Background: an optimization exercise with open tools, aiming at small area. Do not read the settings as production practice.
Power and IR drop assume default switching activity.

## job 279
==> flow/design.v <==
module timer(clk, rst, timedClk);
  input clk, rst;
  output reg timedClk;
  reg [31:0] counter;
  always_ff @(posedge clk) begin
    if (rst) begin
      counter <= 32'd0;
      timedClk <= 1'd0;
    end else begin
      counter++;
      if (counter == 32'd24999999) begin
        timedClk <= 1'd1;
        counter <= 32'd0;
      end else begin
        timedClk <= 1'd0;
      end
    end
  end
endmodule
module traffic_light #(parameter ID = 0) (clk, rst, attention, preset, preset_add, force_red, preferential, leds, lgreen);
  input clk, rst;
  input attention, preferential;
  input preset, preset_add, force_red;
  output lgreen;
  output [0:2] leds;
  localparam [2:0] S_INIT   = 3'd0,
                   S_PRESET = 3'd1,
                   S_ADD    = 3'd2,
                   S_ATT    = 3'd3,
                   S_GREEN  = 3'd4,
                   S_YELLOW = 3'd5,
                   S_RED    = 3'd6;
  reg [2:0] st, st_n;
  reg [8:0] c;
  reg [6:0] tgt;
  reg clr, inc;
  wire go = (ID == 0) ? c[0] :
            (ID == 1) ? c[3] :
            (ID == 2) ? (c[3] & c[2] & c[1] & c[0]) :
                        (c[4] & c[2] & c[1]);
  wire dec = ~c[0];
  always @* begin
    st_n = st;
    clr = 1'b0;
    inc = 1'b1;
    case (st)
      S_INIT:
        if (go) begin
          st_n = preset ? S_PRESET : S_GREEN;
          clr = 1'b1;
        end
      S_PRESET:
        if (!preset) begin
          st_n = S_GREEN;
          clr = 1'b1;
        end else if (preset_add) begin
          st_n = S_ADD;
        end
      S_ADD:
        if (!preset_add) st_n = S_PRESET;
      S_GREEN:
        if (dec) begin
          if (force_red) begin
            st_n = S_RED; clr = 1'b1;
          end else if (attention) begin
            st_n = S_ATT; clr = 1'b1;
          end else if (c[8:1] == {tgt, 1'b0}) begin
            st_n = S_YELLOW; clr = 1'b1;
          end
        end
      S_YELLOW:
        if (dec) begin
          if (force_red) begin
            st_n = S_RED; clr = 1'b1;
          end else if (attention && c[1] && !c[2]) begin
            st_n = S_ATT; clr = 1'b1;
          end else if (c[1] && c[2]) begin
            st_n = S_RED; clr = 1'b1;
          end
        end
      S_RED:
        if (dec) begin
          if (force_red) begin
            inc = 1'b0;
          end else if (attention) begin
            st_n = S_ATT; clr = 1'b1;
          end else if (c[2]) begin
            st_n = S_GREEN; clr = 1'b1;
          end
        end
      S_ATT:
        if (dec && c[1]) begin
          st_n = S_YELLOW; clr = 1'b1;
        end
      default: ;
    endcase
  end
  localparam NR = (ID == 0) ? 1 : (ID == 3) ? 5 : 4;
  wire [8:0] c_n = clr ? 9'd0 : c + {8'd0, inc};
  always @(posedge clk, posedge rst) begin
    if (rst) begin
      st <= S_INIT;
      c[NR-1:0] <= {NR{1'b0}};
    end else begin
      st <= st_n;
      c[NR-1:0] <= c_n[NR-1:0];
    end
  end
  always @(posedge clk) c[8:NR] <= c_n[8:NR];
  wire add5 = ((st == S_INIT) & go & preferential) | (st == S_ADD);
  always @(posedge clk, posedge rst) begin
    if (rst) tgt <= 7'd15;
    else tgt <= tgt + (add5 ? 7'd5 : 7'd0);
  end
  assign leds = {st == S_GREEN, st == S_YELLOW, st == S_RED};
  assign lgreen = (st == S_ADD);
endmodule
module top_level(clk, rst, attention, preset, preset_adds, force_reds, preferentials, ltfs, lgreen);
  input clk, rst;
  input attention;
  input preset;
  input [3:0] preset_adds, force_reds, preferentials;
  output [11:0] ltfs;
  output [3:0] lgreen;
  traffic_light #(.ID(0)) tl1(.clk(clk), .rst(rst), .attention(attention), .preset(preset), .preset_add(preset_adds[0]), .force_red(force_reds[0]), .preferential(preferentials[0]), .leds(ltfs[2:0]), .lgreen(lgreen[0]));
  traffic_light #(.ID(1)) tl2(.clk(clk), .rst(rst), .attention(attention), .preset(preset), .preset_add(preset_adds[1]), .force_red(force_reds[1]), .preferential(preferentials[1]), .leds(ltfs[5:3]), .lgreen(lgreen[1]));
  traffic_light #(.ID(2)) tl3(.clk(clk), .rst(rst), .attention(attention), .preset(preset), .preset_add(preset_adds[2]), .force_red(force_reds[2]), .preferential(preferentials[2]), .leds(ltfs[8:6]), .lgreen(lgreen[2]));
  traffic_light #(.ID(3)) tl4(.clk(clk), .rst(rst), .attention(attention), .preset(preset), .preset_add(preset_adds[3]), .force_red(force_reds[3]), .preferential(preferentials[3]), .leds(ltfs[11:9]), .lgreen(lgreen[3]));
endmodule
clock: 20.0 ns
lec_check: 0
cap_margin: 20
core_margin: 2
core_utilization: 40
slew_margin: 20
standard.sh (not shown) runs the stock make flow with config.mk's settings and CLKGATE_MAP_FILE= SYNTH_SCRIPT=/design/flow/synth_recipe.tcl, a recipe that flattens the netlist after the stock synthesis.
==> flow/flow/run.sh <==
#!/bin/bash
set -e
export BUFFER_PORTS_ARGS="-buffer_cell sky130_fd_sc_hd__buf_1"
export CTS_ARGS="-repair_clock_nets -buf_list sky130_fd_sc_hd__clkbuf_16 -root_buf sky130_fd_sc_hd__clkbuf_16 -dont_use_dummy_load"
bash standard.sh > standard.log 2>&1
For job 3306, these inputs were changed with respect to job 279:
==> flow/flow/run.sh <==
#!/bin/bash
set -e
export BUFFER_PORTS_ARGS="-buffer_cell sky130_fd_sc_hd__buf_1"
export CTS_ARGS="-sink_clustering_enable -repair_clock_nets -sink_clustering_size 100 -sink_clustering_max_diameter 500 -sink_clustering_levels 1 -buf_list sky130_fd_sc_hd__clkbuf_8 -root_buf sky130_fd_sc_hd__clkbuf_8 -dont_use_dummy_load"
bash standard.sh > standard.log 2>&1
### Flow results
- Delta (job 3306 minus job 279): peak clock frequency supported by timing dropped 0.32%; number of nets produced by synthesis ~0 delta; area overhead of the layout relative to synthesis lost 2.1 points; net switching fraction of the power went up 1.9 points.
- Re largest net degree at the start of global routing: no difference whatsoever between job 3306 and job 279.
- Compared to job 279, job 3306 has clock-pin transition on the worst setup and hold timing paths 0.02 ns higher.
- Job 3306 — global-route usage 0.20 points lower, job 279 as reference
- Taking job 279 as the reference, in job 3306 wire length essentially unchanged, part of the cycle the worst path needs essentially unchanged.
No functional check of the RTL was part of any run of this note.

==> afterwards: timing with drivers on the ports <==
No port has a modelled driver above. Below, the same layouts with a new extraction and two added sets of constraints. Step 1, drivers: a clkbuf_16 drives clk and a buf_2 each remaining input, both assumed. Step 2 times the ports against the registers' clock, not the clock port: input delays grow and output delays shrink by t, the midpoint of the rising clock arrivals with the driver on. Three values: ideal, step 1, step 2; two values: the first two.
| run | shift t [ns] | slack for setup (ns) | worst hold slack (ns) | worst data-port slew with drivers (ns) | cell pins on the clock port's net |
|---|---|---|---|---|---|
| job 279 | 0.371 | 14.258 / 14.222 / 13.954 | 0.486 / 0.486 / 0.486 | 0.04 | 1 |
| job 3306 | 0.396 | 14.240 / 14.208 / 13.962 | 0.488 / 0.488 / 0.488 | 0.04 | 1 |
After both steps setup and hold are still met in every run listed. For job 279, which loses most, drivers alone change the setup slack by -0.036 ns; drivers and shift together by -0.304 ns.
